This design comes from an exercise in tuning for small area and a short achievable clock period on the open sky130 flow, not from production work.
At most, simulation tests tie the RTL to the original design; equivalence was not proved.
Only the layout flow was run in runs 2 and 3; the RTL was not checked for function there.
With no activity given, the tool overestimates toggling in this design, so its power and IR-drop figures are unreliable.

## flow/design.v (module list and top-level ports; edited modules follow where they fit)
// module ROTATING_VECTORING: 3485 lines
module ROTATING_VECTORING(clk, xi, yi, xf, yf);
  // ...
==> flow/run.sh <==
#!/bin/bash
# synth_recipe.tcl (not shown) runs the flow's synth.tcl, then flattens the netlist and writes it again
# the make line also repeats each setting of config.mk as NAME=value (left out here)
make -C /OpenROAD-flow-scripts/flow DESIGN_CONFIG=/design/flow/config.mk WORK_HOME=/design/flow/orfs CLKGATE_MAP_FILE= SYNTH_SCRIPT=/design/flow/synth_recipe.tcl finish
==> flow/config.mk <==
export PLATFORM = sky130hd
export DESIGN_NAME = ROTATING_VECTORING
export DESIGN_NICKNAME = ROTATING_VECTORING
export VERILOG_FILES = /design/flow/design.v
export SDC_FILE = /design/flow/constraint.sdc
export NUM_CORES = 4
export LEC_CHECK = 0
export ABC_AREA = 1
export CAP_MARGIN = 20
export CORE_MARGIN = 2
export CORE_UTILIZATION = 40
export CTS_CLUSTER_DIAMETER = 120
export CTS_CLUSTER_SIZE = 20
export PLACE_DENSITY = 0.75
export SETUP_SLACK_MARGIN = 5
export SLEW_MARGIN = 20
==> flow/constraint.sdc <==
create_clock -name core_clock -period 8.0 [get_ports {clk}]
set_input_delay 1.6000 -clock core_clock [delete_from_list [all_inputs] [get_ports {clk}]]
set_output_delay 1.6000 -clock core_clock [all_outputs]
set_load 0.01 [all_outputs]
==> summary.txt, run 1 <==
Timing
For this run, the top clock speed supported by timing is 0.340 GHz. Setup repair after global routing could not meet its margin everywhere.

Setup path
The worst-case register-to-register setup slack is 5.06 ns. The cell with the biggest individual delay on the critical path is sky130_fd_sc_hd__clkdlybuf4s50_1. The critical path contains buffers and inverters numbering 2 combined.

Run status
The flow ran to the end and the layout has no timing, DRC or antenna violations.

Synthesis
The multiplexer share of the synthesized area is 0.000375. The per-instance average area after synthesis is 8.73 sq um. The simple-gate portion of the synthesized area is 0.146. The most used flip-flop cell after synthesis is sky130_fd_sc_hd__dfxtp_1.

Placement
The placed standard-cell area is 31700 sq um. In this run, placement finished with an instance count of 4429. The setup slack after placement is 4.07 ns.

Route
The routed wire length on met3 is 1720 microns. Dividing the detail-routed wire length by the instance count gives 13.3 microns. The antenna violation net count after detailed routing is 0. The first-pass iteration count of the detailed router is 7.

The via-per-instance ratio is 4.85.

Clock tree
The clock passes through at most 3 buffers. In this run, post-CTS hold repair placed 0 buffers. In this run the clock root is driven by a sky130_fd_sc_hd__clkbuf_16. The TritonCTS sink count is 476. The number of gates resized after CTS was 115.

Global route
The number of global-route vias before repair is 21500. The layer flagged by global routing as most heavily used is met2.

Final layout
From synthesis to final layout, the design area changed by 12.1%. Of all the cell area in the finished design, non-clock buffers hold 0.0355.

Floorplan
The width of the die is 278 microns.
==> inputs of run 2 (changes only) <==
--- a/flow/design.v
+++ b/flow/design.v
@@ -319,22 +319,24 @@
   assign c0_new_n32 = (E[5] & c0_new_n31);
   assign c0_new_n33 = (c0_new_n24 & c0_new_n32);
   assign c0_new_n34 = (~c0_new_n30 & ~c0_new_n33);
   assign c0_new_n35 = (~c0_new_n28 & ~c0_new_n34);
   assign dn1 = ~((~c0_new_n22 & ~c0_new_n35));
   reg [15:0] rx1, ry1, vn1;
   reg ve0;
   reg [1:1] rd1;    
+  reg rq1;          
   always @(posedge clk) begin
     rx1 <= dx_1;
     ry1 <= ad1;
     vn1 <= (~dx_0);
     ve0 <= yi[15];
     rd1 <= dn1;
+    rq1 <= ~dn1;
   end
   wire [15:0] vx1 = ve0 ? rx1 : ry1;
   wire [15:0] vy1 = ve0 ? ry1 : vn1;
   wire ve1 = ve0 ? ry1[15] : vn1[15];
   wire ad2_m = ~(~ve1);
   wire ad2_p0 = vx1[0] ^ (vy1[1] ^ ad2_m);
   wire ad2_p1 = vx1[1] ^ (vy1[2] ^ ad2_m);
   wire ad2_p2 = vx1[2] ^ (vy1[3] ^ ad2_m);
@@ -527,20 +529,22 @@
   wire ad3_pp13_4 = ad3_pp13_3 & ad3_pp7_3;
   wire ad3_g14_4 = ad3_g14_3 | (ad3_pp14_3 & ad3_g7_3);
   wire ad3_pp14_4 = ad3_pp14_3 & ad3_pp7_3;
   wire ad3_g15_4 = ad3_g15_3 | (ad3_pp15_3 & ad3_g7_3);
   wire ad3_pp15_4 = ad3_pp15_3 & ad3_pp7_3;
   wire [15:0] ad3 = {(ad3_p15 ^ ad3_g14_4), (ad3_p14 ^ ad3_g13_4), (ad3_p13 ^ ad3_g12_4), (ad3_p12 ^ ad3_g11_4), (ad3_p11 ^ ad3_g10_4), (ad3_p10 ^ ad3_g9_4), (ad3_p9 ^ ad3_g8_4), (ad3_p8 ^ ad3_g7_3), (ad3_p7 ^ ad3_g6_3), (ad3_p6 ^ ad3_g5_3), (ad3_p5 ^ ad3_g4_3), (ad3_p4 ^ ad3_g3_2), (ad3_p3 ^ ad3_g2_2), (ad3_p2 ^ ad3_g1_1), (ad3_p1 ^ ad3_g0_0), (ad3_p0 ^ ((vx1[15] & (|vx1[0:0])) ^ ad3_m))};
   reg [15:0] vx2, vy2;
   reg [1:0] vE2;    
+  reg vq2;    
   always @(posedge clk) begin
     vx2 <= ad2;
     vy2 <= ad3;
     vE2 <= {ve1, ve0};
+    vq2 <= ~ad3[15];
   end
   wire ve2 = vy2[15];
   wire ad4_m = ~(~ve2);
   wire ad4_p0 = vx2[0] ^ (vy2[2] ^ ad4_m);
   wire ad4_p1 = vx2[1] ^ (vy2[3] ^ ad4_m);
   wire ad4_p2 = vx2[2] ^ (vy2[4] ^ ad4_m);
   wire ad4_p3 = vx2[3] ^ (vy2[5] ^ ad4_m);
   wire ad4_p4 = vx2[4] ^ (vy2[6] ^ ad4_m);
@@ -631,17 +635,17 @@
   wire ad4_pp12_4 = ad4_pp12_3 & ad4_pp7_3;
   wire ad4_g13_4 = ad4_g13_3 | (ad4_pp13_3 & ad4_g7_3);
   wire ad4_pp13_4 = ad4_pp13_3 & ad4_pp7_3;
   wire ad4_g14_4 = ad4_g14_3 | (ad4_pp14_3 & ad4_g7_3);
   wire ad4_pp14_4 = ad4_pp14_3 & ad4_pp7_3;
   wire ad4_g15_4 = ad4_g15_3 | (ad4_pp15_3 & ad4_g7_3);
   wire ad4_pp15_4 = ad4_pp15_3 & ad4_pp7_3;
   wire [15:0] ad4 = {(ad4_p15 ^ ad4_g14_4), (ad4_p14 ^ ad4_g13_4), (ad4_p13 ^ ad4_g12_4), (ad4_p12 ^ ad4_g11_4), (ad4_p11 ^ ad4_g10_4), (ad4_p10 ^ ad4_g9_4), (ad4_p9 ^ ad4_g8_4), (ad4_p8 ^ ad4_g7_3), (ad4_p7 ^ ad4_g6_3), (ad4_p6 ^ ad4_g5_3), (ad4_p5 ^ ad4_g4_3), (ad4_p4 ^ ad4_g3_2), (ad4_p3 ^ ad4_g2_2), (ad4_p2 ^ ad4_g1_1), (ad4_p1 ^ ad4_g0_0), (ad4_p0 ^ ((vy2[15] & (|vy2[1:0])) ^ ad4_m))};
-  wire ad5_m = ~(ve2);
+  wire ad5_m = ~(~vq2);
   wire ad5_p0 = vy2[0] ^ (vx2[2] ^ ad5_m);
   wire ad5_p1 = vy2[1] ^ (vx2[3] ^ ad5_m);
   wire ad5_p2 = vy2[2] ^ (vx2[4] ^ ad5_m);
   wire ad5_p3 = vy2[3] ^ (vx2[5] ^ ad5_m);
   wire ad5_p4 = vy2[4] ^ (vx2[6] ^ ad5_m);
   wire ad5_p5 = vy2[5] ^ (vx2[7] ^ ad5_m);
   wire ad5_p6 = vy2[6] ^ (vx2[8] ^ ad5_m);
   wire ad5_p7 = vy2[7] ^ (vx2[9] ^ ad5_m);
@@ -731,20 +735,22 @@
   wire ad5_pp13_4 = ad5_pp13_3 & ad5_pp7_3;
   wire ad5_g14_4 = ad5_g14_3 | (ad5_pp14_3 & ad5_g7_3);
   wire ad5_pp14_4 = ad5_pp14_3 & ad5_pp7_3;
   wire ad5_g15_4 = ad5_g15_3 | (ad5_pp15_3 & ad5_g7_3);
   wire ad5_pp15_4 = ad5_pp15_3 & ad5_pp7_3;
   wire [15:0] ad5 = {(ad5_p15 ^ ad5_g14_4), (ad5_p14 ^ ad5_g13_4), (ad5_p13 ^ ad5_g12_4), (ad5_p12 ^ ad5_g11_4), (ad5_p11 ^ ad5_g10_4), (ad5_p10 ^ ad5_g9_4), (ad5_p9 ^ ad5_g8_4), (ad5_p8 ^ ad5_g7_3), (ad5_p7 ^ ad5_g6_3), (ad5_p6 ^ ad5_g5_3), (ad5_p5 ^ ad5_g4_3), (ad5_p4 ^ ad5_g3_2), (ad5_p3 ^ ad5_g2_2), (ad5_p2 ^ ad5_g1_1), (ad5_p1 ^ ad5_g0_0), (ad5_p0 ^ ((vx2[15] & (|vx2[1:0])) ^ ad5_m))};
   reg [15:0] vx3, vy3;
   reg [2:0] vE3;    
+  reg vq3;    
   always @(posedge clk) begin
     vx3 <= ad4;
     vy3 <= ad5;
     vE3 <= {ve2, vE2};
+    vq3 <= ~ad5[15];
   end
   wire ve3 = vy3[15];
   wire ad6_m = ~(~ve3);
   wire ad6_p0 = vx3[0] ^ (vy3[3] ^ ad6_m);
   wire ad6_p1 = vx3[1] ^ (vy3[4] ^ ad6_m);
   wire ad6_p2 = vx3[2] ^ (vy3[5] ^ ad6_m);
   wire ad6_p3 = vx3[3] ^ (vy3[6] ^ ad6_m);
   wire ad6_p4 = vx3[4] ^ (vy3[7] ^ ad6_m);
@@ -835,17 +841,17 @@
   wire ad6_pp12_4 = ad6_pp12_3 & ad6_pp7_3;
   wire ad6_g13_4 = ad6_g13_3 | (ad6_pp13_3 & ad6_g7_3);
   wire ad6_pp13_4 = ad6_pp13_3 & ad6_pp7_3;
   wire ad6_g14_4 = ad6_g14_3 | (ad6_pp14_3 & ad6_g7_3);
   wire ad6_pp14_4 = ad6_pp14_3 & ad6_pp7_3;
   wire ad6_g15_4 = ad6_g15_3 | (ad6_pp15_3 & ad6_g7_3);
   wire ad6_pp15_4 = ad6_pp15_3 & ad6_pp7_3;
   wire [15:0] ad6 = {(ad6_p15 ^ ad6_g14_4), (ad6_p14 ^ ad6_g13_4), (ad6_p13 ^ ad6_g12_4), (ad6_p12 ^ ad6_g11_4), (ad6_p11 ^ ad6_g10_4), (ad6_p10 ^ ad6_g9_4), (ad6_p9 ^ ad6_g8_4), (ad6_p8 ^ ad6_g7_3), (ad6_p7 ^ ad6_g6_3), (ad6_p6 ^ ad6_g5_3), (ad6_p5 ^ ad6_g4_3), (ad6_p4 ^ ad6_g3_2), (ad6_p3 ^ ad6_g2_2), (ad6_p2 ^ ad6_g1_1), (ad6_p1 ^ ad6_g0_0), (ad6_p0 ^ ((vy3[15] & (|vy3[2:0])) ^ ad6_m))};
-  wire ad7_m = ~(ve3);
+  wire ad7_m = ~(~vq3);
   wire ad7_p0 = vy3[0] ^ (vx3[3] ^ ad7_m);
   wire ad7_p1 = vy3[1] ^ (vx3[4] ^ ad7_m);
   wire ad7_p2 = vy3[2] ^ (vx3[5] ^ ad7_m);
   wire ad7_p3 = vy3[3] ^ (vx3[6] ^ ad7_m);
   wire ad7_p4 = vy3[4] ^ (vx3[7] ^ ad7_m);
   wire ad7_p5 = vy3[5] ^ (vx3[8] ^ ad7_m);
   wire ad7_p6 = vy3[6] ^ (vx3[9] ^ ad7_m);
   wire ad7_p7 = vy3[7] ^ (vx3[10] ^ ad7_m);
@@ -935,20 +941,22 @@
   wire ad7_pp13_4 = ad7_pp13_3 & ad7_pp7_3;
   wire ad7_g14_4 = ad7_g14_3 | (ad7_pp14_3 & ad7_g7_3);
   wire ad7_pp14_4 = ad7_pp14_3 & ad7_pp7_3;
   wire ad7_g15_4 = ad7_g15_3 | (ad7_pp15_3 & ad7_g7_3);
   wire ad7_pp15_4 = ad7_pp15_3 & ad7_pp7_3;
   wire [15:0] ad7 = {(ad7_p15 ^ ad7_g14_4), (ad7_p14 ^ ad7_g13_4), (ad7_p13 ^ ad7_g12_4), (ad7_p12 ^ ad7_g11_4), (ad7_p11 ^ ad7_g10_4), (ad7_p10 ^ ad7_g9_4), (ad7_p9 ^ ad7_g8_4), (ad7_p8 ^ ad7_g7_3), (ad7_p7 ^ ad7_g6_3), (ad7_p6 ^ ad7_g5_3), (ad7_p5 ^ ad7_g4_3), (ad7_p4 ^ ad7_g3_2), (ad7_p3 ^ ad7_g2_2), (ad7_p2 ^ ad7_g1_1), (ad7_p1 ^ ad7_g0_0), (ad7_p0 ^ ((vx3[15] & (|vx3[2:0])) ^ ad7_m))};
   reg [15:0] vx4, vy4;
   reg [3:0] vE4;    
+  reg vq4;    
   always @(posedge clk) begin
     vx4 <= ad6;
     vy4 <= ad7;
     vE4 <= {ve3, vE3};
+    vq4 <= ~ad7[15];
   end
   wire ve4 = vy4[15];
   wire ad8_m = ~(~ve4);
   wire ad8_p0 = vx4[0] ^ (vy4[4] ^ ad8_m);
   wire ad8_p1 = vx4[1] ^ (vy4[5] ^ ad8_m);
   wire ad8_p2 = vx4[2] ^ (vy4[6] ^ ad8_m);
   wire ad8_p3 = vx4[3] ^ (vy4[7] ^ ad8_m);
   wire ad8_p4 = vx4[4] ^ (vy4[8] ^ ad8_m);
@@ -1039,17 +1047,17 @@
   wire ad8_pp12_4 = ad8_pp12_3 & ad8_pp7_3;
   wire ad8_g13_4 = ad8_g13_3 | (ad8_pp13_3 & ad8_g7_3);
   wire ad8_pp13_4 = ad8_pp13_3 & ad8_pp7_3;
   wire ad8_g14_4 = ad8_g14_3 | (ad8_pp14_3 & ad8_g7_3);
   wire ad8_pp14_4 = ad8_pp14_3 & ad8_pp7_3;
   wire ad8_g15_4 = ad8_g15_3 | (ad8_pp15_3 & ad8_g7_3);
   wire ad8_pp15_4 = ad8_pp15_3 & ad8_pp7_3;
   wire [15:0] ad8 = {(ad8_p15 ^ ad8_g14_4), (ad8_p14 ^ ad8_g13_4), (ad8_p13 ^ ad8_g12_4), (ad8_p12 ^ ad8_g11_4), (ad8_p11 ^ ad8_g10_4), (ad8_p10 ^ ad8_g9_4), (ad8_p9 ^ ad8_g8_4), (ad8_p8 ^ ad8_g7_3), (ad8_p7 ^ ad8_g6_3), (ad8_p6 ^ ad8_g5_3), (ad8_p5 ^ ad8_g4_3), (ad8_p4 ^ ad8_g3_2), (ad8_p3 ^ ad8_g2_2), (ad8_p2 ^ ad8_g1_1), (ad8_p1 ^ ad8_g0_0), (ad8_p0 ^ ((vy4[15] & (|vy4[3:0])) ^ ad8_m))};
-  wire ad9_m = ~(ve4);
+  wire ad9_m = ~(~vq4);
   wire ad9_p0 = vy4[0] ^ (vx4[4] ^ ad9_m);
   wire ad9_p1 = vy4[1] ^ (vx4[5] ^ ad9_m);
   wire ad9_p2 = vy4[2] ^ (vx4[6] ^ ad9_m);
   wire ad9_p3 = vy4[3] ^ (vx4[7] ^ ad9_m);
   wire ad9_p4 = vy4[4] ^ (vx4[8] ^ ad9_m);
   wire ad9_p5 = vy4[5] ^ (vx4[9] ^ ad9_m);
   wire ad9_p6 = vy4[6] ^ (vx4[10] ^ ad9_m);
   wire ad9_p7 = vy4[7] ^ (vx4[11] ^ ad9_m);
@@ -1139,20 +1147,22 @@
   wire ad9_pp13_4 = ad9_pp13_3 & ad9_pp7_3;
   wire ad9_g14_4 = ad9_g14_3 | (ad9_pp14_3 & ad9_g7_3);
   wire ad9_pp14_4 = ad9_pp14_3 & ad9_pp7_3;
   wire ad9_g15_4 = ad9_g15_3 | (ad9_pp15_3 & ad9_g7_3);
   wire ad9_pp15_4 = ad9_pp15_3 & ad9_pp7_3;
   wire [15:0] ad9 = {(ad9_p15 ^ ad9_g14_4), (ad9_p14 ^ ad9_g13_4), (ad9_p13 ^ ad9_g12_4), (ad9_p12 ^ ad9_g11_4), (ad9_p11 ^ ad9_g10_4), (ad9_p10 ^ ad9_g9_4), (ad9_p9 ^ ad9_g8_4), (ad9_p8 ^ ad9_g7_3), (ad9_p7 ^ ad9_g6_3), (ad9_p6 ^ ad9_g5_3), (ad9_p5 ^ ad9_g4_3), (ad9_p4 ^ ad9_g3_2), (ad9_p3 ^ ad9_g2_2), (ad9_p2 ^ ad9_g1_1), (ad9_p1 ^ ad9_g0_0), (ad9_p0 ^ ((vx4[15] & (|vx4[3:0])) ^ ad9_m))};
   reg [15:0] vx5, vy5;
   reg [4:0] vE5;    
+  reg vq5;    
   always @(posedge clk) begin
     vx5 <= ad8;
     vy5 <= ad9;
     vE5 <= {ve4, vE4};
+    vq5 <= ~ad9[15];
   end
   wire ve5 = vy5[15];
   wire ad10_m = ~(~ve5);
   wire ad10_p0 = vx5[0] ^ (vy5[5] ^ ad10_m);
   wire ad10_p1 = vx5[1] ^ (vy5[6] ^ ad10_m);
   wire ad10_p2 = vx5[2] ^ (vy5[7] ^ ad10_m);
   wire ad10_p3 = vx5[3] ^ (vy5[8] ^ ad10_m);
   wire ad10_p4 = vx5[4] ^ (vy5[9] ^ ad10_m);
@@ -1243,17 +1253,17 @@
   wire ad10_pp12_4 = ad10_pp12_3 & ad10_pp7_3;
   wire ad10_g13_4 = ad10_g13_3 | (ad10_pp13_3 & ad10_g7_3);
   wire ad10_pp13_4 = ad10_pp13_3 & ad10_pp7_3;
   wire ad10_g14_4 = ad10_g14_3 | (ad10_pp14_3 & ad10_g7_3);
   wire ad10_pp14_4 = ad10_pp14_3 & ad10_pp7_3;
   wire ad10_g15_4 = ad10_g15_3 | (ad10_pp15_3 & ad10_g7_3);
   wire ad10_pp15_4 = ad10_pp15_3 & ad10_pp7_3;
   wire [15:0] ad10 = {(ad10_p15 ^ ad10_g14_4), (ad10_p14 ^ ad10_g13_4), (ad10_p13 ^ ad10_g12_4), (ad10_p12 ^ ad10_g11_4), (ad10_p11 ^ ad10_g10_4), (ad10_p10 ^ ad10_g9_4), (ad10_p9 ^ ad10_g8_4), (ad10_p8 ^ ad10_g7_3), (ad10_p7 ^ ad10_g6_3), (ad10_p6 ^ ad10_g5_3), (ad10_p5 ^ ad10_g4_3), (ad10_p4 ^ ad10_g3_2), (ad10_p3 ^ ad10_g2_2), (ad10_p2 ^ ad10_g1_1), (ad10_p1 ^ ad10_g0_0), (ad10_p0 ^ ((vy5[15] & (|vy5[4:0])) ^ ad10_m))};
-  wire ad11_m = ~(ve5);
+  wire ad11_m = ~(~vq5);
   wire ad11_p0 = vy5[0] ^ (vx5[5] ^ ad11_m);
   wire ad11_p1 = vy5[1] ^ (vx5[6] ^ ad11_m);
   wire ad11_p2 = vy5[2] ^ (vx5[7] ^ ad11_m);
   wire ad11_p3 = vy5[3] ^ (vx5[8] ^ ad11_m);
   wire ad11_p4 = vy5[4] ^ (vx5[9] ^ ad11_m);
   wire ad11_p5 = vy5[5] ^ (vx5[10] ^ ad11_m);
   wire ad11_p6 = vy5[6] ^ (vx5[11] ^ ad11_m);
   wire ad11_p7 = vy5[7] ^ (vx5[12] ^ ad11_m);
@@ -1346,24 +1356,26 @@
   wire ad11_g15_4 = ad11_g15_3 | (ad11_pp15_3 & ad11_g7_3);
   wire ad11_pp15_4 = ad11_pp15_3 & ad11_pp7_3;
   wire [15:0] ad11 = {(ad11_p15 ^ ad11_g14_4), (ad11_p14 ^ ad11_g13_4), (ad11_p13 ^ ad11_g12_4), (ad11_p12 ^ ad11_g11_4), (ad11_p11 ^ ad11_g10_4), (ad11_p10 ^ ad11_g9_4), (ad11_p9 ^ ad11_g8_4), (ad11_p8 ^ ad11_g7_3), (ad11_p7 ^ ad11_g6_3), (ad11_p6 ^ ad11_g5_3), (ad11_p5 ^ ad11_g4_3), (ad11_p4 ^ ad11_g3_2), (ad11_p3 ^ ad11_g2_2), (ad11_p2 ^ ad11_g1_1), (ad11_p1 ^ ad11_g0_0), (ad11_p0 ^ ((vx5[15] & (|vx5[4:0])) ^ ad11_m))};
   reg [15:6] vx6h;
   reg vx6z;
   reg [15:0] vy6;
   wire [15:0] vx6 = {vx6h, 5'd0, vx6z};
   reg [5:0] vE6;    
+  reg vq6;    
   always @(posedge clk) begin
     vx6h <= ad10[15:6];
     vx6z <= |ad10[5:0];
     vy6 <= ad11;
     vE6 <= {ve5, vE5};
+    vq6 <= ~ad11[15];
   end
   wire ve6 = vy6[15];
-  wire ad12_m = ~(ve6);
+  wire ad12_m = ~(~vq6);
   wire ad12_p0 = vy6[0] ^ (vx6[6] ^ ad12_m);
   wire ad12_p1 = vy6[1] ^ (vx6[7] ^ ad12_m);
   wire ad12_p2 = vy6[2] ^ (vx6[8] ^ ad12_m);
   wire ad12_p3 = vy6[3] ^ (vx6[9] ^ ad12_m);
   wire ad12_p4 = vy6[4] ^ (vx6[10] ^ ad12_m);
   wire ad12_p5 = vy6[5] ^ (vx6[11] ^ ad12_m);
   wire ad12_p6 = vy6[6] ^ (vx6[12] ^ ad12_m);
   wire ad12_p7 = vy6[7] ^ (vx6[13] ^ ad12_m);
@@ -1550,17 +1562,17 @@
   wire ad13_pp12_4 = ad13_pp12_3 & ad13_pp7_3;
   wire ad13_g13_4 = ad13_g13_3 | (ad13_pp13_3 & ad13_g7_3);
   wire ad13_pp13_4 = ad13_pp13_3 & ad13_pp7_3;
   wire ad13_g14_4 = ad13_g14_3 | (ad13_pp14_3 & ad13_g7_3);
   wire ad13_pp14_4 = ad13_pp14_3 & ad13_pp7_3;
   wire ad13_g15_4 = ad13_g15_3 | (ad13_pp15_3 & ad13_g7_3);
   wire ad13_pp15_4 = ad13_pp15_3 & ad13_pp7_3;
   wire [15:0] ad13 = {(ad13_p15 ^ ad13_g14_4), (ad13_p14 ^ ad13_g13_4), (ad13_p13 ^ ad13_g12_4), (ad13_p12 ^ ad13_g11_4), (ad13_p11 ^ ad13_g10_4), (ad13_p10 ^ ad13_g9_4), (ad13_p9 ^ ad13_g8_4), (ad13_p8 ^ ad13_g7_3), (ad13_p7 ^ ad13_g6_3), (ad13_p6 ^ ad13_g5_3), (ad13_p5 ^ ad13_g4_3), (ad13_p4 ^ ad13_g3_2), (ad13_p3 ^ ad13_g2_2), (ad13_p2 ^ ad13_g1_1), (ad13_p1 ^ ad13_g0_0), (ad13_p0 ^ ((ry1[15] & (|ry1[0:0])) ^ ad13_m))};
-  wire ad14_m = ~(~rd1[1]);
+  wire ad14_m = ~(rq1);
   wire ad14_p0 = ry1[0] ^ (rx1[1] ^ ad14_m);
   wire ad14_p1 = ry1[1] ^ (rx1[2] ^ ad14_m);
   wire ad14_p2 = ry1[2] ^ (rx1[3] ^ ad14_m);
   wire ad14_p3 = ry1[3] ^ (rx1[4] ^ ad14_m);
   wire ad14_p4 = ry1[4] ^ (rx1[5] ^ ad14_m);
   wire ad14_p5 = ry1[5] ^ (rx1[6] ^ ad14_m);
   wire ad14_p6 = ry1[6] ^ (rx1[7] ^ ad14_m);
   wire ad14_p7 = ry1[7] ^ (rx1[8] ^ ad14_m);
@@ -1686,20 +1698,22 @@
   assign c1_new_n22 = (E[6] & E[7]);
   assign c1_new_n23 = (~E[5] & ~c1_new_n22);
   assign c1_new_n24 = (E[4] & ~c1_new_n23);
   assign c1_new_n25 = (E[0] & ~E[3]);
   assign c1_new_n26 = (c1_new_n18 & c1_new_n25);
   assign c1_new_n27 = (~c1_new_n24 & c1_new_n26);
   assign dn2 = ~((~c1_new_n21 & ~c1_new_n27));
   reg [2:1] rd2;
+  reg rq2;    
   always @(posedge clk) begin
     rx2 <= ad13;
     ry2 <= ad14;
     rd2 <= {dn2, rd1[1:1]};
+    rq2 <= ~dn2;
   end
   wire ad15_m = ~(rd2[2]);
   wire ad15_p0 = rx2[0] ^ (ry2[2] ^ ad15_m);
   wire ad15_p1 = rx2[1] ^ (ry2[3] ^ ad15_m);
   wire ad15_p2 = rx2[2] ^ (ry2[4] ^ ad15_m);
   wire ad15_p3 = rx2[3] ^ (ry2[5] ^ ad15_m);
   wire ad15_p4 = rx2[4] ^ (ry2[6] ^ ad15_m);
   wire ad15_p5 = rx2[5] ^ (ry2[7] ^ ad15_m);
@@ -1789,17 +1803,17 @@
   wire ad15_pp12_4 = ad15_pp12_3 & ad15_pp7_3;
   wire ad15_g13_4 = ad15_g13_3 | (ad15_pp13_3 & ad15_g7_3);
   wire ad15_pp13_4 = ad15_pp13_3 & ad15_pp7_3;
   wire ad15_g14_4 = ad15_g14_3 | (ad15_pp14_3 & ad15_g7_3);
   wire ad15_pp14_4 = ad15_pp14_3 & ad15_pp7_3;
   wire ad15_g15_4 = ad15_g15_3 | (ad15_pp15_3 & ad15_g7_3);
   wire ad15_pp15_4 = ad15_pp15_3 & ad15_pp7_3;
   wire [15:0] ad15 = {(ad15_p15 ^ ad15_g14_4), (ad15_p14 ^ ad15_g13_4), (ad15_p13 ^ ad15_g12_4), (ad15_p12 ^ ad15_g11_4), (ad15_p11 ^ ad15_g10_4), (ad15_p10 ^ ad15_g9_4), (ad15_p9 ^ ad15_g8_4), (ad15_p8 ^ ad15_g7_3), (ad15_p7 ^ ad15_g6_3), (ad15_p6 ^ ad15_g5_3), (ad15_p5 ^ ad15_g4_3), (ad15_p4 ^ ad15_g3_2), (ad15_p3 ^ ad15_g2_2), (ad15_p2 ^ ad15_g1_1), (ad15_p1 ^ ad15_g0_0), (ad15_p0 ^ ((ry2[15] & (|ry2[1:0])) ^ ad15_m))};
-  wire ad16_m = ~(~rd2[2]);
+  wire ad16_m = ~(rq2);
   wire ad16_p0 = ry2[0] ^ (rx2[2] ^ ad16_m);
   wire ad16_p1 = ry2[1] ^ (rx2[3] ^ ad16_m);
   wire ad16_p2 = ry2[2] ^ (rx2[4] ^ ad16_m);
   wire ad16_p3 = ry2[3] ^ (rx2[5] ^ ad16_m);
   wire ad16_p4 = ry2[4] ^ (rx2[6] ^ ad16_m);
   wire ad16_p5 = ry2[5] ^ (rx2[7] ^ ad16_m);
   wire ad16_p6 = ry2[6] ^ (rx2[8] ^ ad16_m);
   wire ad16_p7 = ry2[7] ^ (rx2[9] ^ ad16_m);
@@ -1941,20 +1955,22 @@
   assign c2_new_n31 = (rd2[1] & rd2[2]);
   assign c2_new_n32 = (c2_new_n13 & c2_new_n31);
   assign c2_new_n33 = (E[0] & ~E[1]);
   assign c2_new_n34 = (c2_new_n19 & c2_new_n33);
   assign c2_new_n35 = (~c2_new_n32 & c2_new_n34);
   assign c2_new_n36 = (~c2_new_n30 & c2_new_n35);
   assign dn3 = ~((~c2_new_n27 & ~c2_new_n36));
   reg [3:1] rd3;
+  reg rq3;    
   always @(posedge clk) begin
     rx3 <= ad15;
     ry3 <= ad16;
     rd3 <= {dn3, rd2[2:1]};
+    rq3 <= ~dn3;
   end
   wire ad17_m = ~(rd3[3]);
   wire ad17_p0 = rx3[0] ^ (ry3[3] ^ ad17_m);
   wire ad17_p1 = rx3[1] ^ (ry3[4] ^ ad17_m);
   wire ad17_p2 = rx3[2] ^ (ry3[5] ^ ad17_m);
   wire ad17_p3 = rx3[3] ^ (ry3[6] ^ ad17_m);
   wire ad17_p4 = rx3[4] ^ (ry3[7] ^ ad17_m);
   wire ad17_p5 = rx3[5] ^ (ry3[8] ^ ad17_m);
@@ -2044,17 +2060,17 @@
   wire ad17_pp12_4 = ad17_pp12_3 & ad17_pp7_3;
   wire ad17_g13_4 = ad17_g13_3 | (ad17_pp13_3 & ad17_g7_3);
   wire ad17_pp13_4 = ad17_pp13_3 & ad17_pp7_3;
   wire ad17_g14_4 = ad17_g14_3 | (ad17_pp14_3 & ad17_g7_3);
   wire ad17_pp14_4 = ad17_pp14_3 & ad17_pp7_3;
   wire ad17_g15_4 = ad17_g15_3 | (ad17_pp15_3 & ad17_g7_3);
   wire ad17_pp15_4 = ad17_pp15_3 & ad17_pp7_3;
   wire [15:0] ad17 = {(ad17_p15 ^ ad17_g14_4), (ad17_p14 ^ ad17_g13_4), (ad17_p13 ^ ad17_g12_4), (ad17_p12 ^ ad17_g11_4), (ad17_p11 ^ ad17_g10_4), (ad17_p10 ^ ad17_g9_4), (ad17_p9 ^ ad17_g8_4), (ad17_p8 ^ ad17_g7_3), (ad17_p7 ^ ad17_g6_3), (ad17_p6 ^ ad17_g5_3), (ad17_p5 ^ ad17_g4_3), (ad17_p4 ^ ad17_g3_2), (ad17_p3 ^ ad17_g2_2), (ad17_p2 ^ ad17_g1_1), (ad17_p1 ^ ad17_g0_0), (ad17_p0 ^ ((ry3[15] & (|ry3[2:0])) ^ ad17_m))};
-  wire ad18_m = ~(~rd3[3]);
+  wire ad18_m = ~(rq3);
   wire ad18_p0 = ry3[0] ^ (rx3[3] ^ ad18_m);
   wire ad18_p1 = ry3[1] ^ (rx3[4] ^ ad18_m);
   wire ad18_p2 = ry3[2] ^ (rx3[5] ^ ad18_m);
   wire ad18_p3 = ry3[3] ^ (rx3[6] ^ ad18_m);
   wire ad18_p4 = ry3[4] ^ (rx3[7] ^ ad18_m);
   wire ad18_p5 = ry3[5] ^ (rx3[8] ^ ad18_m);
   wire ad18_p6 = ry3[6] ^ (rx3[9] ^ ad18_m);
   wire ad18_p7 = ry3[7] ^ (rx3[10] ^ ad18_m);
@@ -2226,20 +2242,22 @@
   assign c3_new_n47 = (~E[5] & ~E[6]);
   assign c3_new_n48 = (E[4] & ~c3_new_n47);
   assign c3_new_n49 = (c3_new_n20 & ~c3_new_n48);
   assign c3_new_n50 = (~c3_new_n46 & ~c3_new_n49);
   assign c3_new_n51 = (~c3_new_n45 & c3_new_n50);
   assign c3_new_n52 = (~c3_new_n29 & c3_new_n51);
   assign dn4 = ~((~c3_new_n23 & c3_new_n52));
   reg [4:1] rd4;
+  reg rq4;    
   always @(posedge clk) begin
     rx4 <= ad17;
     ry4 <= ad18;
     rd4 <= {dn4, rd3[3:1]};
+    rq4 <= ~dn4;
   end
   wire ad19_m = ~(rd4[4]);
   wire ad19_p0 = rx4[0] ^ (ry4[4] ^ ad19_m);
   wire ad19_p1 = rx4[1] ^ (ry4[5] ^ ad19_m);
   wire ad19_p2 = rx4[2] ^ (ry4[6] ^ ad19_m);
   wire ad19_p3 = rx4[3] ^ (ry4[7] ^ ad19_m);
   wire ad19_p4 = rx4[4] ^ (ry4[8] ^ ad19_m);
   wire ad19_p5 = rx4[5] ^ (ry4[9] ^ ad19_m);
@@ -2329,17 +2347,17 @@
   wire ad19_pp12_4 = ad19_pp12_3 & ad19_pp7_3;
   wire ad19_g13_4 = ad19_g13_3 | (ad19_pp13_3 & ad19_g7_3);
   wire ad19_pp13_4 = ad19_pp13_3 & ad19_pp7_3;
   wire ad19_g14_4 = ad19_g14_3 | (ad19_pp14_3 & ad19_g7_3);
   wire ad19_pp14_4 = ad19_pp14_3 & ad19_pp7_3;
   wire ad19_g15_4 = ad19_g15_3 | (ad19_pp15_3 & ad19_g7_3);
   wire ad19_pp15_4 = ad19_pp15_3 & ad19_pp7_3;
   wire [15:0] ad19 = {(ad19_p15 ^ ad19_g14_4), (ad19_p14 ^ ad19_g13_4), (ad19_p13 ^ ad19_g12_4), (ad19_p12 ^ ad19_g11_4), (ad19_p11 ^ ad19_g10_4), (ad19_p10 ^ ad19_g9_4), (ad19_p9 ^ ad19_g8_4), (ad19_p8 ^ ad19_g7_3), (ad19_p7 ^ ad19_g6_3), (ad19_p6 ^ ad19_g5_3), (ad19_p5 ^ ad19_g4_3), (ad19_p4 ^ ad19_g3_2), (ad19_p3 ^ ad19_g2_2), (ad19_p2 ^ ad19_g1_1), (ad19_p1 ^ ad19_g0_0), (ad19_p0 ^ ((ry4[15] & (|ry4[3:0])) ^ ad19_m))};
-  wire ad20_m = ~(~rd4[4]);
+  wire ad20_m = ~(rq4);
   wire ad20_p0 = ry4[0] ^ (rx4[4] ^ ad20_m);
   wire ad20_p1 = ry4[1] ^ (rx4[5] ^ ad20_m);
   wire ad20_p2 = ry4[2] ^ (rx4[6] ^ ad20_m);
   wire ad20_p3 = ry4[3] ^ (rx4[7] ^ ad20_m);
   wire ad20_p4 = ry4[4] ^ (rx4[8] ^ ad20_m);
   wire ad20_p5 = ry4[5] ^ (rx4[9] ^ ad20_m);
   wire ad20_p6 = ry4[6] ^ (rx4[10] ^ ad20_m);
   wire ad20_p7 = ry4[7] ^ (rx4[11] ^ ad20_m);
@@ -2563,20 +2581,22 @@
   assign c4_new_n74 = (c4_new_n37 & c4_new_n73);
   assign c4_new_n75 = (~c4_new_n72 & ~c4_new_n74);
   assign c4_new_n76 = (~c4_new_n71 & c4_new_n75);
   assign c4_new_n77 = (~E[3] & ~c4_new_n76);
   assign c4_new_n78 = (~c4_new_n69 & ~c4_new_n77);
   assign c4_new_n79 = (c4_new_n63 & c4_new_n78);
   assign dn5 = ~((~c4_new_n33 & c4_new_n79));
   reg [5:1] rd5;
+  reg rq5;    
   always @(posedge clk) begin
     rx5 <= ad19;
     ry5 <= ad20;
     rd5 <= {dn5, rd4[4:1]};
+    rq5 <= ~dn5;
   end
   wire ad21_m = ~(rd5[5]);
   wire ad21_p0 = rx5[0] ^ (ry5[5] ^ ad21_m);
   wire ad21_p1 = rx5[1] ^ (ry5[6] ^ ad21_m);
   wire ad21_p2 = rx5[2] ^ (ry5[7] ^ ad21_m);
   wire ad21_p3 = rx5[3] ^ (ry5[8] ^ ad21_m);
   wire ad21_p4 = rx5[4] ^ (ry5[9] ^ ad21_m);
   wire ad21_p5 = rx5[5] ^ (ry5[10] ^ ad21_m);
@@ -2666,17 +2686,17 @@
   wire ad21_pp12_4 = ad21_pp12_3 & ad21_pp7_3;
   wire ad21_g13_4 = ad21_g13_3 | (ad21_pp13_3 & ad21_g7_3);
   wire ad21_pp13_4 = ad21_pp13_3 & ad21_pp7_3;
   wire ad21_g14_4 = ad21_g14_3 | (ad21_pp14_3 & ad21_g7_3);
   wire ad21_pp14_4 = ad21_pp14_3 & ad21_pp7_3;
   wire ad21_g15_4 = ad21_g15_3 | (ad21_pp15_3 & ad21_g7_3);
   wire ad21_pp15_4 = ad21_pp15_3 & ad21_pp7_3;
   wire [15:0] ad21 = {(ad21_p15 ^ ad21_g14_4), (ad21_p14 ^ ad21_g13_4), (ad21_p13 ^ ad21_g12_4), (ad21_p12 ^ ad21_g11_4), (ad21_p11 ^ ad21_g10_4), (ad21_p10 ^ ad21_g9_4), (ad21_p9 ^ ad21_g8_4), (ad21_p8 ^ ad21_g7_3), (ad21_p7 ^ ad21_g6_3), (ad21_p6 ^ ad21_g5_3), (ad21_p5 ^ ad21_g4_3), (ad21_p4 ^ ad21_g3_2), (ad21_p3 ^ ad21_g2_2), (ad21_p2 ^ ad21_g1_1), (ad21_p1 ^ ad21_g0_0), (ad21_p0 ^ ((ry5[15] & (|ry5[4:0])) ^ ad21_m))};
-  wire ad22_m = ~(~rd5[5]);
+  wire ad22_m = ~(rq5);
   wire ad22_p0 = ry5[0] ^ (rx5[5] ^ ad22_m);
   wire ad22_p1 = ry5[1] ^ (rx5[6] ^ ad22_m);
   wire ad22_p2 = ry5[2] ^ (rx5[7] ^ ad22_m);
   wire ad22_p3 = ry5[3] ^ (rx5[8] ^ ad22_m);
   wire ad22_p4 = ry5[4] ^ (rx5[9] ^ ad22_m);
   wire ad22_p5 = ry5[5] ^ (rx5[10] ^ ad22_m);
   wire ad22_p6 = ry5[6] ^ (rx5[11] ^ ad22_m);
   wire ad22_p7 = ry5[7] ^ (rx5[12] ^ ad22_m);
@@ -2906,20 +2926,22 @@
   assign c5_new_n78 = (c5_new_n63 & c5_new_n77);
   assign c5_new_n79 = (~E[0] & ~c5_new_n78);
   assign c5_new_n80 = (~c5_new_n75 & ~c5_new_n79);
   assign c5_new_n81 = (~c5_new_n33 & ~c5_new_n80);
   assign c5_new_n82 = (~c5_new_n74 & c5_new_n81);
   assign c5_new_n83 = (~c5_new_n62 & ~c5_new_n82);
   assign dn6 = (~c5_new_n60 & ~c5_new_n83);
   reg [6:1] rd6;
+  reg rq6;    
   always @(posedge clk) begin
     rx6 <= ad21;
     ry6 <= ad22;
     rd6 <= {dn6, rd5[5:1]};
+    rq6 <= ~dn6;
   end
   wire ad23_m = ~(rd6[6]);
   wire ad23_p0 = rx6[0] ^ (ry6[6] ^ ad23_m);
   wire ad23_p1 = rx6[1] ^ (ry6[7] ^ ad23_m);
   wire ad23_p2 = rx6[2] ^ (ry6[8] ^ ad23_m);
   wire ad23_p3 = rx6[3] ^ (ry6[9] ^ ad23_m);
   wire ad23_p4 = rx6[4] ^ (ry6[10] ^ ad23_m);
   wire ad23_p5 = rx6[5] ^ (ry6[11] ^ ad23_m);
@@ -3009,17 +3031,17 @@
   wire ad23_pp12_4 = ad23_pp12_3 & ad23_pp7_3;
   wire ad23_g13_4 = ad23_g13_3 | (ad23_pp13_3 & ad23_g7_3);
   wire ad23_pp13_4 = ad23_pp13_3 & ad23_pp7_3;
   wire ad23_g14_4 = ad23_g14_3 | (ad23_pp14_3 & ad23_g7_3);
   wire ad23_pp14_4 = ad23_pp14_3 & ad23_pp7_3;
   wire ad23_g15_4 = ad23_g15_3 | (ad23_pp15_3 & ad23_g7_3);
   wire ad23_pp15_4 = ad23_pp15_3 & ad23_pp7_3;
   wire [15:0] ad23 = {(ad23_p15 ^ ad23_g14_4), (ad23_p14 ^ ad23_g13_4), (ad23_p13 ^ ad23_g12_4), (ad23_p12 ^ ad23_g11_4), (ad23_p11 ^ ad23_g10_4), (ad23_p10 ^ ad23_g9_4), (ad23_p9 ^ ad23_g8_4), (ad23_p8 ^ ad23_g7_3), (ad23_p7 ^ ad23_g6_3), (ad23_p6 ^ ad23_g5_3), (ad23_p5 ^ ad23_g4_3), (ad23_p4 ^ ad23_g3_2), (ad23_p3 ^ ad23_g2_2), (ad23_p2 ^ ad23_g1_1), (ad23_p1 ^ ad23_g0_0), (ad23_p0 ^ ((ry6[15] & (|ry6[5:0])) ^ ad23_m))};
-  wire ad24_m = ~(~rd6[6]);
+  wire ad24_m = ~(rq6);
   wire ad24_p0 = ry6[0] ^ (rx6[6] ^ ad24_m);
   wire ad24_p1 = ry6[1] ^ (rx6[7] ^ ad24_m);
   wire ad24_p2 = ry6[2] ^ (rx6[8] ^ ad24_m);
   wire ad24_p3 = ry6[3] ^ (rx6[9] ^ ad24_m);
   wire ad24_p4 = ry6[4] ^ (rx6[10] ^ ad24_m);
   wire ad24_p5 = ry6[5] ^ (rx6[11] ^ ad24_m);
   wire ad24_p6 = ry6[6] ^ (rx6[12] ^ ad24_m);
   wire ad24_p7 = ry6[7] ^ (rx6[13] ^ ad24_m);
@@ -3269,20 +3291,22 @@
   assign c6_new_n89 = (~rd6[4] & c6_new_n42);
   assign c6_new_n90 = (c6_new_n69 & ~c6_new_n89);
   assign c6_new_n91 = (~c6_new_n88 & c6_new_n90);
   assign c6_new_n92 = (~c6_new_n77 & ~c6_new_n91);
   assign c6_new_n93 = (~c6_new_n83 & ~c6_new_n92);
   assign c6_new_n94 = (c6_new_n71 & ~c6_new_n93);
   assign dn7 = ~((~c6_new_n85 & ~c6_new_n94));
   reg [7:7] rd7;
+  reg rq7;    
   always @(posedge clk) begin
     rx7 <= ad23;
     ry7 <= ad24;
     rd7 <= dn7;
+    rq7 <= ~dn7;
   end
   wire ad25_m = ~(rd7[7]);
   wire ad25_p0 = rx7[0] ^ (ry7[7] ^ ad25_m);
   wire ad25_p1 = rx7[1] ^ (ry7[8] ^ ad25_m);
   wire ad25_p2 = rx7[2] ^ (ry7[9] ^ ad25_m);
   wire ad25_p3 = rx7[3] ^ (ry7[10] ^ ad25_m);
   wire ad25_p4 = rx7[4] ^ (ry7[11] ^ ad25_m);
   wire ad25_p5 = rx7[5] ^ (ry7[12] ^ ad25_m);
@@ -3372,17 +3396,17 @@
   wire ad25_pp12_4 = ad25_pp12_3 & ad25_pp7_3;
   wire ad25_g13_4 = ad25_g13_3 | (ad25_pp13_3 & ad25_g7_3);
   wire ad25_pp13_4 = ad25_pp13_3 & ad25_pp7_3;
   wire ad25_g14_4 = ad25_g14_3 | (ad25_pp14_3 & ad25_g7_3);
   wire ad25_pp14_4 = ad25_pp14_3 & ad25_pp7_3;
   wire ad25_g15_4 = ad25_g15_3 | (ad25_pp15_3 & ad25_g7_3);
   wire ad25_pp15_4 = ad25_pp15_3 & ad25_pp7_3;
   wire [15:0] ad25 = {(ad25_p15 ^ ad25_g14_4), (ad25_p14 ^ ad25_g13_4), (ad25_p13 ^ ad25_g12_4), (ad25_p12 ^ ad25_g11_4), (ad25_p11 ^ ad25_g10_4), (ad25_p10 ^ ad25_g9_4), (ad25_p9 ^ ad25_g8_4), (ad25_p8 ^ ad25_g7_3), (ad25_p7 ^ ad25_g6_3), (ad25_p6 ^ ad25_g5_3), (ad25_p5 ^ ad25_g4_3), (ad25_p4 ^ ad25_g3_2), (ad25_p3 ^ ad25_g2_2), (ad25_p2 ^ ad25_g1_1), (ad25_p1 ^ ad25_g0_0), (ad25_p0 ^ ((ry7[15] & (|ry7[6:0])) ^ ad25_m))};
-  wire ad26_m = ~(~rd7[7]);
+  wire ad26_m = ~(rq7);
   wire ad26_p0 = ry7[0] ^ (rx7[7] ^ ad26_m);
   wire ad26_p1 = ry7[1] ^ (rx7[8] ^ ad26_m);
   wire ad26_p2 = ry7[2] ^ (rx7[9] ^ ad26_m);
   wire ad26_p3 = ry7[3] ^ (rx7[10] ^ ad26_m);
   wire ad26_p4 = ry7[4] ^ (rx7[11] ^ ad26_m);
   wire ad26_p5 = ry7[5] ^ (rx7[12] ^ ad26_m);
   wire ad26_p6 = ry7[6] ^ (rx7[13] ^ ad26_m);
   wire ad26_p7 = ry7[7] ^ (rx7[14] ^ ad26_m);
==> flow/config.mk (replaced) <==
export PLATFORM = sky130hd
export DESIGN_NAME = ROTATING_VECTORING
export DESIGN_NICKNAME = ROTATING_VECTORING
export VERILOG_FILES = /design/flow/design.v
export SDC_FILE = /design/flow/constraint.sdc
export NUM_CORES = 4
export LEC_CHECK = 0
export ABC_AREA = 1
export CAP_MARGIN = 20
export CORE_MARGIN = 2
export CORE_UTILIZATION = 40
export SETUP_SLACK_MARGIN = 5
export SLEW_MARGIN = 20
==> run 2 against run 1 <==
Against the previous run: largest cell class unchanged; register-to-register slack worse by 0.11 ns; core utilization grew 1.4 points; critical path depth up 5; first-iteration DRC count fell by 12%; still clean; flip-flop and latch count grew 12; cell count grew 4.9%; die area is 2.3% higher; clock skew decreased by 0.024 ns.
==> summary.txt, run 2 <==
Global route
The global-route wire length before repair is 102000 microns. The initial antenna violation count is 0. The combined global-route utilization of all metal layers is 0.156. Global routing finished with a remaining overflow of 0. The maximum number of pins on one net before global-route repair is 31.

The number of global-route vias before repair is 21400 (-0.75%).

Synthesis
The synthesized netlist contains 48 unique library cells. The multiplexer share of the synthesized area is 0.000326 (-0.0000492). The share of synthesized area in the top cell type comes to 0.318.

The largest area contributor in the synthesized netlist is sky130_fd_sc_hd__dfxtp_1. By area the synthesized netlist is led by sky130_fd_sc_hd__dfxtp_1 (32%), sky130_fd_sc_hd__ha_1 (14%), sky130_fd_sc_hd__xor2_1 (8.9%). The simple-gate portion of the synthesized area is 0.144 (-0.00166). The synthesized netlist cell count is 3542.

The synthesis warning total is 1. The per-instance average area after synthesis is 8.68 sq um (-0.53%). By count the netlist is led by sky130_fd_sc_hd__nand2_1 (607), sky130_fd_sc_hd__dfxtp_1 (488), sky130_fd_sc_hd__inv_1 (429).

The post-synthesis sequential element count is 488. The part of the Yosys area used for sequential elements is 0.318. The arithmetic-cell share of the synthesized area counting full adders, half adders and majority gates is 0.219.

Of all flip-flops after synthesis, the portion carrying an async set or reset was 0. The XOR/XNOR share of the synthesized area is 0.166. In the post-synthesis netlist, the cell with the most instances is sky130_fd_sc_hd__nand2_1. The fraction of the mapped netlist area in compound gates is 0.0891. The number of enable flip-flop cells after synthesis is 0. The net count of the mapped netlist is 4040. The netlist area before placement is 30700 sq um. The dominant combinational cell family by area after synthesis is adder cells.

For this run, the leading register cell type out of synthesis is sky130_fd_sc_hd__dfxtp_1.

Route
The first-pass iteration count of the detailed router came to 8 (+1). The via total after detailed routing is 21800. The antenna violation net count after detailed routing is 0 (unchanged).

For this run, design rule violations remaining after detail routing come to 0. The final wirelength is 61700 microns. The via-per-instance ratio is 4.61 (-4.9%). The wire length per cell after detailed routing is 13.0 microns (-2.2%). For this block, the initial DRC count from the detailed router was 727.

Setup path
The largest stage delay on the critical path is 0.53 ns. STA classifies the critical path endpoint as a register. The data arrival time of the critical path is 3.52 ns. Grouping stages by cell kind, the critical path spends the most delay in adder cells. The worst setup path is launched from a register. Of all nets on the critical path, the largest fanout is 2. The type of the worst setup path is register to register. Data on the critical path is required at its endpoint by 8.47 ns. The number of buffers and inverters on the critical path is 1 (-1). The critical path goes through or4_4 -> o21ai_2 -> xor2_1 -> fa_2 -> fa_2 -> nand3b_1 -> nand2_1 -> nand3_2 -> nand2_2 -> nand2_2 -> a21oi_4 -> inv_2 -> fa_1 -> xnor2_1.

For this design, the slowest cell found on the critical path is sky130_fd_sc_hd__or4_4.

Clock tree
The worst-skew pair later-pin latency is 0.60 ns. After clock tree synthesis, the clock-pin slew on the worst setup and hold paths is 0.06 ns. The root buffer cell chosen for the clock tree is sky130_fd_sc_hd__clkbuf_16. The H-tree was split into 2 levels.

The TritonCTS sink count is 488 (+2.5%). The number of buffers inserted during clock tree synthesis is 53. The clock tree from TritonCTS is built. The number of buffers on the longest clock path is 3 (unchanged).

Timing
The total of endpoints with negative setup slack in the final report is 0. The setup TNS is 0 ns. The actual slew at the worst max-slew pin is 0.880 ns. Setup slack on the critical path of the routed design comes to 4.95 ns.

Setup repair after global routing could not meet its margin everywhere. The ratio of final minimum period to clock period is 0.381. The final critical-path required period is 3.05 ns. The count of final hold-check violations is 0. The number of max-slew violations in the final report came to 0. The normalized max-slew margin is 0.409. The fmax is 0.328 GHz (-3.6%). The worst clock skew on the final layout is 0.0182 ns.

Floorplan
The overall die area is 79100 sq um. The width of the die is 281 microns (+1.1%). The initial utilization of the core area, before any placement, comes to 0.404. The area inside the core boundary is 76100 sq um. The number of top-level pins is 65.

The row count is 101. The height of the die is 281 microns.

Final layout
After the last flow step, the layout net total stands at 4161. The number of antenna repair diodes is 0. The commonest non-fill, non-tap cell in the layout is sky130_fd_sc_hd__nand2_1. In the layout the commonest cells are sky130_fd_sc_hd__nand2_1 (569), sky130_fd_sc_hd__dfxtp_1 (452), sky130_fd_sc_hd__inv_1 (415).

The fraction of layout cells with a size suffix above 1 is 0.103. From synthesis to final layout, the design area changed by 15.4%. The filler cells instantiated in the layout total 7377.

Placement
The HPWL reported at the end of detailed placement is 49600 microns. The congestion estimate from routability-driven global placement came to 0.900. The count of buffers inserted at the top-level ports is 64.

The setup slack after placement was 3.86 ns (-0.208 ns).

Worst hold path
The class of the most critical hold timing path is register to register.

Run status
The run finished with no timing, DRC or antenna violations.

Job
The max-cap check violation count is 0.
[run 2: worst paths after layout]
kind                 end  startpoint  cells after the start  slack, ns
setup reg to reg  vy6[9]      vx5[0]                     14       4.95
setup / recovery  vy6[9]      vx5[0]                     14       4.95
hold / removal    vE5[1]      vE4[1]                      0       0.32
hold reg to reg   vE5[1]      vE4[1]                      0       0.32
[run 2: cells by family (layout without fill, tap and decap cells)]
logic type / Yosys count / in the layout
adders and majority gates: 465 / 465
and+or+nand+nor: 1062 / 1062
xor gates and xnor gates: 581 / 581
DFF: 488 / 488
buffers and inverters: 497 / 657
AOI/OAI and AO/OA: 448 / 448
muxes: 1 / 1
[run 2: final cells by class]
type / instances / area (sq um) / share of cell area
clock buffers: 66 / 1440 / 0.0404
well taps: 1030 / 1290 / 0.0363
inverters: 432 / 1630 / 0.0458
flip-flops and latches: 488 / 9850 / 0.278
multi-input cells: 2557 / 19800 / 0.557
repair buffers: 131 / 1180 / 0.0332
clock inverters: 28 / 358 / 0.0101
[run 2: routing by layer]
| metal | global-route usage | share of wire |
|---|---|---|
| met3 | 0.0218 | 0.034 |
| met1 | 0.187 | 0.44 |
| met2 | 0.282 | 0.49 |
| met5 | 0 | 0 |
| met4 | 0.0599 | 0.034 |
[run 2: what timing repair did]
action	in CTS	in global routing
buffers inserted	29	34
resized for setup	134	141
endpoints found under the setup margin	185	133
gates cloned	1	0
pin swaps	30	44
hold buffers	0	0
endpoints found under the hold margin	0	0
[run 2: through the flow]
step                instances  area [sq um]  utilization  hold WS [ns]
global route             4732         35500        0.466         0.329
detailed placement       4574         32400        0.426         0.312
floorplan                3542         30800            -         0.310
CTS                      4698         34700        0.456         0.323
finish                   4732         35500        0.466         0.321
global placement         4574         32400        0.426         0.311
[run 2: worst reg2reg max path, cell delays in order (launching register included)]
cell and delay (ns):
sky130_fd_sc_hd__dfxtp_1 0.31, sky130_fd_sc_hd__or4_4 0.53, sky130_fd_sc_hd__o21ai_2 0.13, sky130_fd_sc_hd__xor2_1 0.09, sky130_fd_sc_hd__fa_2 0.37, sky130_fd_sc_hd__fa_2 0.34
sky130_fd_sc_hd__nand3b_1 0.16, sky130_fd_sc_hd__nand2_1 0.10, sky130_fd_sc_hd__nand3_2 0.07, sky130_fd_sc_hd__nand2_2 0.08, sky130_fd_sc_hd__nand2_2 0.06, sky130_fd_sc_hd__a21oi_4 0.14
sky130_fd_sc_hd__inv_2 0.05, sky130_fd_sc_hd__fa_1 0.37, sky130_fd_sc_hd__xnor2_1 0.13
==> inputs of run 3 (changes only) <==
--- a/flow/config.mk
+++ b/flow/config.mk
@@ -9,5 +9,6 @@
 export CAP_MARGIN = 20
 export CORE_MARGIN = 2
 export CORE_UTILIZATION = 40
+export PLACE_DENSITY = 0.75
 export SETUP_SLACK_MARGIN = 5
 export SLEW_MARGIN = 20
==> run 3 against run 2 <==
Against the previous run: still clean on timing, DRC and antenna; cell area grew 0.46%; setup slack lost 0.11 ns; synthesized area is the same; global-route usage grew 0.075 points; hold slack lost 0.0056 ns; first-iteration DRC count grew 30%; clock skew grew 0.0043 ns; die area is the same; clock-buffer cell count shrank 1; non-clock buffer count grew 11; largest cell class unchanged; highest routed layer unchanged.
==> summary.txt, run 3 <==
Run status
The flow ran to the end and the layout has no timing, DRC or antenna violations.

Synthesis
The synthesis warning total is 1 (unchanged). In the synthesized netlist the dominant register cell turns out to be sky130_fd_sc_hd__dfxtp_1. The largest area contributor in the synthesized netlist is sky130_fd_sc_hd__dfxtp_1.

The commonest cells after synthesis are sky130_fd_sc_hd__nand2_1 (607), sky130_fd_sc_hd__dfxtp_1 (488), sky130_fd_sc_hd__inv_1 (429). The share of Yosys cell area claimed by the top area cell type came to 0.318 (unchanged). The net count of the mapped netlist is 4040 (unchanged).

The distinct cell type count of the synthesized netlist is 48 (unchanged). The netlist area before placement is 30700 sq um (unchanged). The per-instance average area after synthesis is 8.68 sq um (unchanged). sky130_fd_sc_hd__nand2_1 is the most common cell in the netlist.

The part of the Yosys area used for sequential elements is 0.318 (unchanged). The fraction of synthesis flops using an asynchronous set or reset pin is 0 (unchanged). Ranked by total cell area, the synthesized netlist is headed by sky130_fd_sc_hd__dfxtp_1 (32%), sky130_fd_sc_hd__ha_1 (14%), sky130_fd_sc_hd__xor2_1 (8.9%). The post-synthesis sequential element count is 488 (unchanged). The number of enable flip-flop cells after synthesis is 0 (unchanged). The synthesized netlist cell count came to 3542 (unchanged).

Floorplan
The number of top-level pins is 65 (unchanged). The initial core utilization is 0.404 (unchanged). The width of the die is 281 microns (unchanged). The height of the die is 281 microns (unchanged). The overall die area came to 79100 sq um (unchanged).

The row count is 101 (unchanged). The area inside the core boundary is 76100 sq um (unchanged).

Timing
The number of max-slew violations in the final report is 0 (unchanged). The worst path setup slack after routing is 4.84 ns (-0.107 ns). The setup TNS is 0 ns (unchanged). The count of final hold-check violations was 0 (unchanged). The normalized max-slew margin is 0.397 (-0.0125). The fmax is 0.317 GHz (-3.4%). The final critical-path required period was 3.16 ns (+0.107 ns). The ratio of final minimum period to clock period is 0.395 (+0.0134). The actual slew at the worst max-slew pin is 0.898 ns (+0.0186 ns). The worst clock skew on the final layout is 0.0226 ns (+0.00431 ns).

The total of endpoints with negative setup slack in the final report came to 0 (unchanged). Setup repair after global routing could not meet its margin everywhere.

Final layout
The cell area after layout came to 35700 sq um (+0.46%). The number of antenna repair diodes was 0 (unchanged). The end-of-flow core utilization came to 0.469 (+0.00214).

The fraction of layout cells with a size suffix above 1 is 0.106 (+0.00249). The top cell types in the final layout, fill and taps aside, are sky130_fd_sc_hd__nand2_1 (570), sky130_fd_sc_hd__dfxtp_1 (453), sky130_fd_sc_hd__inv_1 (419). The number of nets at the end of the flow came to 4173 (+0.29%). The library cell used most frequently in the layout, excluding fill and tap cells, is sky130_fd_sc_hd__nand2_1. The area growth from synthesis to layout is 16.0%.

Setup path
The cell with the biggest individual delay on the critical path is sky130_fd_sc_hd__or4_4. The largest stage delay on the critical path is 0.53 ns (about the same). Tracing the worst setup path back leads to its startpoint at vx5[0]. Traced cell by cell, the critical path runs through or4_4 -> o21ai_2 -> xor2_1 -> fa_2 -> fa_2 -> nand3b_1 -> nand2_2 -> nand3_2 -> nand2_2 -> nand2_2 -> a21oi_4 -> inv_2 -> fa_2 -> inv_1. The critical path in this run is classified as register to register. The worst setup path is captured at a register. The largest driver fanout on the critical path is 2 (unchanged).

The data arrival time of the critical path is 3.66 ns (+0.14 ns). The cell family contributing the most delay on the critical path is adder cells. The type of element launching the critical path is a register. The data required time of the worst path is 8.50 ns (+0.03 ns). In this run the critical register-to-register path is launched from vx5[0]. The number of buffers and inverters on the critical path came to 2 (+1).

Placement
The setup slack after placement is 3.81 ns (-0.0514 ns). The placed standard-cell area is 32400 sq um (about the same). The count of buffers inserted at the top-level ports is 64 (unchanged). The HPWL reported at the end of detailed placement is 49000 microns (-1.1%).

The final weighted congestion of routability-driven global placement was 0.906 (+0.72%).

Worst hold path
The startpoint identified for the worst hold timing path is vE6[1]. The worst hold path belongs to the class register to register.

Global route
The maximum number of pins on one net before global-route repair came to 32 (+3.2%). The initial antenna violation count is 0 (unchanged). The residual overflow from global routing was 0 (unchanged).

The number of global-route vias before repair is 22200 (+3.9%). The combined global-route utilization of all metal layers is 0.157 (+0.000749). The global-route wire length before repair is 103000 microns (+1.2%).

Job
The max-cap check violation count is 0 (unchanged).

Clock tree
The number of levels in the clock H-tree came to 2 (unchanged). The worst-skew pair later-pin latency is 0.62 ns (+0.02 ns). The number of buffers on the longest clock path was 3 (unchanged).

The buffer cell driving the clock tree root is sky130_fd_sc_hd__clkbuf_16. The number of buffers inserted during clock tree synthesis was 53 (unchanged). The TritonCTS sink count came to 488 (unchanged). TritonCTS built the clock tree. The clock slew seen by the registers of the worst setup and hold paths is 0.06 ns (about the same). The cts-stage hold buffer count was 0 (unchanged).

Route
The final wirelength came to 63200 microns (+2.4%). The detailed-route DRC error count is 0 (unchanged). The via total after detailed routing was 22600 (+3.6%). The via-per-instance ratio was 4.76 (+3.2%). The number of DRC markers after the initial detailed-route iteration came to 945 (+30%).

The antenna violation net count after detailed routing is 0 (unchanged). The wire length per cell after detailed routing is 13.3 microns (+2.0%). The first-pass iteration count of the detailed router was 5 (-3).

Power
run 3: cell families (layout without fill, tap and decap cells):
group	count (synthesis)	after routing	share of synthesized area
AOI/OAI and AO/OA	448	449	0.0891
buffers and inverters	497	673	0.0639
and+or+nand+nor	1062	1062	0.144
DFF	488	488	0.318
muxes	1	1	0.000326
adders and majority gates	465	465	0.219
xor gates and xnor gates	581	581	0.166
run 3: metal layers:
layer / track usage / vias up / wire, microns
met2: 0.286 / 413 / 31500
li1: - / 11700 / -
met4: 0.0664 / 0 / 2450
met3: 0.0195 / 147 / 2120
met5: 0 / - / 0
met1: 0.185 / 10400 / 27200
run 3: path summary, 6_finish.rpt:
check	to	slack [ns]	cells after the start
worst max-delay path	vy6[8]	4.84	14
worst min-delay path	E[1]	0.32	0
worst max register to register	vy6[8]	4.84	14
worst min register to register	E[1]	0.32	0
run 3: final cells by class:
cell class                 count  area, sq um
tap                         1030         1290
timing repair buffer         142         1240
multi-input combinational   2558        19700
clock buffer                  65         1470
sequential                   488         9840
inverter                     432         1630
clock inverter                34          449
fill                        7002        40400
run 3: metrics by stage:
step	hold WS, ns	cells
2_1_floorplan	0.310	3542
3_3_place_gp	0.311	4573
3_5_place_dp	0.313	4573
4_1_cts	0.324	4696
5_1_grt	0.326	4749
6_report	0.316	4749
run 3: repair_timing:
item                       CTS  global route
setup endpoints to repair  185           118
gates cloned                 1             0
setup buffers               23            53
pin swaps                   15            50
resized for setup          102           164

==> static timing again, ports no longer ideal <==
The results above use ideal ports. As a check the final layouts listed here were re-extracted and re-timed, cells and wires unchanged.
Step 1 assumes that a clkbuf_16 drives the clock port and a buf_2 every other input.
Step 2 moves the port delays by t, midway between the first and last clock arrival at a register: inputs arrive t later, outputs are due t later. That takes back most of the time a late clock gives input paths.
a / b / c = no drivers / after step 1 / after step 2; a / b = the first two.
run	t, ns	slack for setup (ns)	worst hold slack (ns)	worst setup path after step 2	pins driven straight from the clock port
run 1	0.655	5.059 / 5.065 / 4.441	0.328 / 0.328 / 0.328	input to register	1
run 2	0.659	4.950 / 4.950 / 4.425	0.321 / 0.321 / 0.321	input to register	1
run 3	0.669	4.843 / 4.843 / 4.459	0.316 / 0.316 / 0.316	input to register	1
After both steps setup and hold are still met in every run listed. For run 1, which loses most, drivers alone change the setup slack by +0.006 ns; drivers and shift together by -0.618 ns.
